What follows belongs to an exercise in optimizing a design on an open flow for small area; a production flow would make more cautious choices. Function was checked by simulation only, so behaviour that the tests miss may differ from the original. No activity file was given, so power comes from the tool's default toggle rates.

Setup of v36:
==> flow/design.v <==
module SoC_Algorithm (
    input clk,
    input rst_n,
    input [15:0] voltage,
    input signed [15:0] current,
    output [7:0] soc
);
function [32:0] radd;
    input [31:0] a;
    input [31:0] b;
    input ci;
    integer k;
    reg c;
    begin
        c = ci;
        for (k = 0; k < 32; k = k + 1) begin
            radd[k] = a[k] ^ b[k] ^ c;
            c = (a[k] & b[k]) | (c & (a[k] ^ b[k]));
        end
        radd[32] = c;
    end
endfunction
reg [5:0] clk_cnt;
reg [6:0] soc_voltage;
reg [24:0] qr;            
reg [4:0] qh;             
reg use_v_soc;
reg [6:0] soc_r;
reg zq;                   
reg [19:0] wk;            
reg [1:0] scy;            
wire ms_tick  = clk_cnt[5] & clk_cnt[4] & clk_cnt[0];                                             
wire dv_load  = clk_cnt[5] & ~clk_cnt[4] & clk_cnt[3] & ~clk_cnt[2] & ~clk_cnt[1] & ~clk_cnt[0];  
wire dv_en    = clk_cnt[5];                                                                       
wire lt25     = ~clk_cnt[5] & ~(clk_cnt[4] & clk_cnt[3] & (clk_cnt[2] | clk_cnt[1] | clk_cnt[0]));  
wire in2530   = ~clk_cnt[5] & clk_cnt[4] & clk_cnt[3] & ~(clk_cnt[2] & clk_cnt[1]) & (clk_cnt[2] | clk_cnt[1] | clk_cnt[0]);  
wire lt16     = ~clk_cnt[5] & ~clk_cnt[4];                                                        
wire lt24     = ~clk_cnt[5] & ~(clk_cnt[4] & clk_cnt[3]);                                         
wire at15     = lt16 & (&clk_cnt[3:0]);                                                           
wire kb       = lt16 & clk_cnt[3] & ~clk_cnt[2];                                                  
always @(posedge clk or negedge rst_n) begin
    if (!rst_n) clk_cnt <= 6'd0;
    else if (ms_tick) clk_cnt <= 6'd0;
    else clk_cnt <= clk_cnt + 6'd1;
end
wire comp = (current > 16'sd5) || (current < -16'sd5);
wire rest = (current > -16'sd5) && (current < 16'sd5);
reg [15:0] wk_ld;
integer n;
always @(*) begin
    for (n = 0; n < 16; n = n + 1)
        wk_ld[n] = rest ? ((n >= 2 && n <= 8) ? soc_voltage[(8 - n) % 7] : 1'b0) : current[15 - n];
end
wire p2 = ~clk_cnt[5] ? (clk_cnt[4] & clk_cnt[3] & (clk_cnt[2] | clk_cnt[1] | clk_cnt[0]))      
                      : ~clk_cnt[4] & ~(clk_cnt[3] & clk_cnt[2] & clk_cnt[1]);                    
wire u    = use_v_soc;
wire up2  = u & p2;
wire qb = ((lt25 | u) ? qr[0] : qh[0]) & ~(u & lt25);
wire qta = wk[15];
wire qtb = u ? (wk[14] | (p2 & qr[1])) : wk[18];
wire qtc = wk[19] | (up2 & qr[4]);
wire s1  = qta ^ qtb ^ qtc;
wire k1  = (qta & qtb) | (qtc & (qta ^ qtb));
wire sb  = qb ^ s1 ^ scy[0];
wire k2  = (qb & s1) | (scy[0] & (qb ^ s1));
wire c0n = k1 ^ k2 ^ scy[1];
wire c1n = (k1 & k2) | (scy[1] & (k1 ^ k2));
wire qin = sb & ~zq;
always @(posedge clk) begin
    qr <= {(lt25 | up2) ? qin : qr[0], qr[24:1]};
    qh <= {in2530 ? (qin & ~u) : qh[0], qh[4:1]};
end
always @(posedge clk or negedge rst_n) begin
    if (!rst_n) zq <= 1'b1;
    else if (ms_tick) zq <= 1'b0;
end
always @(posedge clk) begin
    if (ms_tick) scy <= 2'b00;
    else scy <= {c1n, c0n};
end
reg [29:0] q40, q49;
integer b;
always @(*) begin
    for (b = 0; b < 25; b = b + 1) begin
        q40[b] = qr[(b + 10) % 25];
        q49[b] = qr[(b + 1) % 25];
    end
    for (b = 25; b < 30; b = b + 1) begin
        q40[b] = qh[b % 5];
        q49[b] = qh[(b + 1) % 5];
    end
end
wire [32:0] dd = radd({21'd0, wk[19:9]}, {21'd0, 11'd1173}, 1'b0);    
wire dge = dv_en & dd[11];
integer j;
always @(posedge clk) begin
    if (ms_tick) begin
        wk <= {4'd0, wk_ld};
    end else if (dv_load & ~use_v_soc) begin
        wk[19:2] <= {1'b0, q40[18:2]};
    end else begin
        wk[19:10] <= dge ? dd[9:0] : wk[18:9];
        wk[9:1] <= wk[8:0];
        wk[0] <= dv_en ? dge : wk[0];
    end
end
reg [18:0] xw;
reg compf;               
reg xc;                  
reg [4:1] xd;            
reg [1:0] pca;           
reg pcb;                 
reg fneg, fovf;          
wire cgb = ~(wk[15] & compf);
wire xb  = (xw[18] ^ cgb ^ xc) & lt16;
wire xcn = (xw[18] & cgb) | (xc & (xw[18] ^ cgb));
wire ta = xb;
wire tb = xd[3];
wire tc = xd[4];
wire sa1 = ta ^ tb ^ tc;
wire ka1 = (ta & tb) | (tc & (ta ^ tb));
wire pb  = sa1 ^ pca[0] ^ pca[1];
wire ka2 = (sa1 & pca[0]) | (pca[1] & (sa1 ^ pca[0]));
wire zb2 = lt16 ? kb : xw[15];
wire zb  = pb ^ zb2 ^ pcb;
wire kz  = (pb & zb2) | (pcb & (pb ^ zb2));
integer m;
always @(posedge clk) begin
    if (ms_tick) begin
        for (m = 0; m < 16; m = m + 1) xw[18-m] <= voltage[m];
        xw[2:0] <= {xw[1:0], lt24 ? pb : zb};    
        compf <= comp;
        xc <= 1'b1;
        pcb <= 1'b0;
    end else begin
        xw <= {xw[17:0], lt24 ? pb : zb};
        xc <= xcn;
        pcb <= kz;
    end
end
always @(posedge clk) begin
    xd <= {xd[3:1], xb};
    pca <= {ka1, ka2};
end
always @(posedge clk or negedge rst_n) begin
    if (!rst_n) begin
        fneg <= 1'b1;
        fovf <= 1'b0;
    end else if (at15 & ~zq) begin
        fneg <= cgb & ~xcn;
        fovf <= ~cgb & xcn;
    end
end
wire [6:0] f_x = fneg ? 7'd0 : fovf ? 7'd100 : {xw[12], xw[13], xw[14], xw[15], xw[16], xw[17], xw[18]};
wire q_big = (|q49[28:19]) | wk[7] | (wk[6] & wk[5] & (wk[4] | wk[3] | wk[2]));
wire [6:0] q_soc = q49[29] ? 7'd0 : q_big ? 7'd100 : wk[6:0];
always @(posedge clk or negedge rst_n) begin
    if (!rst_n) begin
        soc_voltage <= 7'd0;
        use_v_soc <= 1'b1;
        soc_r <= 7'd0;
    end else if (ms_tick) begin
        soc_voltage <= f_x;
        use_v_soc <= rest;
        soc_r <= use_v_soc ? soc_voltage : q_soc;
    end
end
assign soc = {1'b0, soc_r};
endmodule
Settings: LEC_CHECK=0, CAP_MARGIN=0, CORE_MARGIN=2, CORE_UTILIZATION=70, SLEW_MARGIN=0; clock period 36.0 ns.
standard.sh (not shown) runs the stock make flow with config.mk's settings and CLKGATE_MAP_FILE= SYNTH_SCRIPT=/design/flow/synth_recipe.tcl, a recipe that flattens the netlist after the stock synthesis.
==> flow/flow/run.sh <==
#!/bin/bash
# The standard layout (standard.sh), with three changes:
# - synthesis: synth_recipe.tcl unchanged, except that ABC maps with the
#   area-oriented script flow/abc_area.script instead of ORFS's speed script,
#   and full/half adders are left to ABC (ADDER_MAP_FILE empty);
# - the port buffers are made of the smallest buffer cell (buf_1);
# - the clock tree uses clkbuf_8 and no dummy loads.
# Each tool's output is kept in the logs under orfs/logs and in flow_own.log.
set -euo pipefail
HERE=$(pwd)
{
  echo "proc abc {args} {"
  echo "  set i [lsearch \$args -script]"
  echo "  if {\$i >= 0} { lset args [expr {\$i + 1}] $HERE/flow/abc_area.script }"
  echo "  yosys abc {*}\$args"
  echo "}"
  cat synth_recipe.tcl
} > own_synth.tcl
sed -e "s#SYNTH_SCRIPT=[^ ]*synth_recipe.tcl#SYNTH_SCRIPT=$HERE/own_synth.tcl ADDER_MAP_FILE=#" standard.sh > own.sh
grep -q "own_synth.tcl ADDER_MAP_FILE=" own.sh
export BUFFER_PORTS_ARGS="-buffer_cell sky130_fd_sc_hd__buf_1"
export CTS_ARGS="-sink_clustering_enable -repair_clock_nets -dont_use_dummy_load -buf_list sky130_fd_sc_hd__clkbuf_8"
bash own.sh > flow_own.log 2>&1
==> flow/flow/abc_area.script <==
&get -n
&deepsyn -T 30
&put
dch -f
amap
topo
strash
dch
amap
topo
diff inputs: v36 => v10
--- a/flow/design.v
+++ b/flow/design.v
@@ -27,4 +27,5 @@
 reg use_v_soc;
 reg [6:0] soc_r;
+reg ticked;               
 reg zq;                   
 reg [19:0] wk;            
@@ -46,32 +47,26 @@
 wire comp = (current > 16'sd5) || (current < -16'sd5);
 wire rest = (current > -16'sd5) && (current < 16'sd5);
-reg [15:0] wk_ld;
-integer n;
-always @(*) begin
-    for (n = 0; n < 16; n = n + 1)
-        wk_ld[n] = rest ? ((n >= 2 && n <= 8) ? soc_voltage[(8 - n) % 7] : 1'b0) : current[15 - n];
-end
-wire p2 = ~clk_cnt[5] ? (clk_cnt[4] & clk_cnt[3] & (clk_cnt[2] | clk_cnt[1] | clk_cnt[0]))      
-                      : ~clk_cnt[4] & ~(clk_cnt[3] & clk_cnt[2] & clk_cnt[1]);                    
-wire u    = use_v_soc;
-wire up2  = u & p2;
-wire qb = ((lt25 | u) ? qr[0] : qh[0]) & ~(u & lt25);
-wire qta = wk[15];
-wire qtb = u ? (wk[14] | (p2 & qr[1])) : wk[18];
-wire qtc = wk[19] | (up2 & qr[4]);
-wire s1  = qta ^ qtb ^ qtc;
-wire k1  = (qta & qtb) | (qtc & (qta ^ qtb));
+wire [32:0] sv3 = radd({25'd0, soc_voltage}, {24'd0, soc_voltage, 1'b0}, 1'b0);
+wire [32:0] sv35 = radd({20'd0, soc_voltage, 5'd0}, {23'd0, sv3[8:0]}, 1'b0);
+wire [15:0] addend = rest ? {sv35[13:0], 2'b00} : current;
+wire qb = (lt25 ? qr[0] : qh[0]) & ~use_v_soc & ~zq;      
+wire s1  = wk[15] ^ wk[18] ^ wk[19];
+wire k1  = (wk[15] & wk[18]) | (wk[19] & (wk[15] ^ wk[18]));
 wire sb  = qb ^ s1 ^ scy[0];
 wire k2  = (qb & s1) | (scy[0] & (qb ^ s1));
 wire c0n = k1 ^ k2 ^ scy[1];
 wire c1n = (k1 & k2) | (scy[1] & (k1 ^ k2));
-wire qin = sb & ~zq;
 always @(posedge clk) begin
-    qr <= {(lt25 | up2) ? qin : qr[0], qr[24:1]};
-    qh <= {in2530 ? (qin & ~u) : qh[0], qh[4:1]};
+    qr <= {(ticked & lt25) ? sb : qr[0], qr[24:1]};
+    qh <= {(ticked & in2530) ? sb : qh[0], qh[4:1]};
 end
 always @(posedge clk or negedge rst_n) begin
-    if (!rst_n) zq <= 1'b1;
-    else if (ms_tick) zq <= 1'b0;
+    if (!rst_n) begin
+        ticked <= 1'b0;
+        zq <= 1'b1;
+    end else if (ms_tick) begin
+        ticked <= 1'b1;
+        zq <= ~ticked;
+    end
 end
 always @(posedge clk) begin
@@ -96,6 +91,7 @@
 always @(posedge clk) begin
     if (ms_tick) begin
-        wk <= {4'd0, wk_ld};
-    end else if (dv_load & ~use_v_soc) begin
+        wk[19:16] <= 4'd0;
+        for (j = 0; j < 16; j = j + 1) wk[15-j] <= addend[j];
+    end else if (dv_load) begin
         wk[19:2] <= {1'b0, q40[18:2]};
     end else begin
@@ -147,5 +143,5 @@
         fneg <= 1'b1;
         fovf <= 1'b0;
-    end else if (at15 & ~zq) begin
+    end else if (at15 & ticked) begin
         fneg <= cgb & ~xcn;
         fovf <= ~cgb & xcn;
==> comparison <==
Re clock network fraction of total power: v10 and v36 aren't equal, and the higher value belongs to v10.
Number of ordinary and repair buffers in the finished layout in v10 vs v36: up 1
Changes observed in v10 relative to v36: final area rose by about 5.3%, total of clock buffers placed in the layout flat.
Wire length reported by the detailed router: v10 vs v36 up about 20%
Higher worst setup margin among v10 and v36: v36

-- separate check: timing with driven ports --
The results above use ideal ports. As a check the final layouts listed here were re-extracted and re-timed, cells and wires unchanged. Step 1, drivers: a clkbuf_16 drives clk and a buf_2 each remaining input, both assumed. Step 2 adds t to the input delays and takes it off the output delays; t is the mean of the earliest and latest rising clock arrival at the registers after step 1. Input paths then give back, and output paths get back, about the clock's delay inside the block. a / b / c = ideal ports / drivers / drivers and shift; a / b = the first two.
run | t, ns | slack for setup (ns) | hold slack, ns | latest minus earliest clock arrival (ns) | cell pins on the clock port's net
v36 | 0.386 | 26.680 / 26.687 / 26.302 | 0.336 / 0.336 / 0.336 | 0.025 / 0.025 | 1
v10 | 0.387 | 26.227 / 26.239 / 25.853 | 0.330 / 0.330 / 0.330 | 0.030 / 0.029 | 1
After both steps setup and hold are still met in every run listed. The setup slack of v36, which loses most, moves by +0.007 ns with the drivers and by -0.378 ns with both steps.
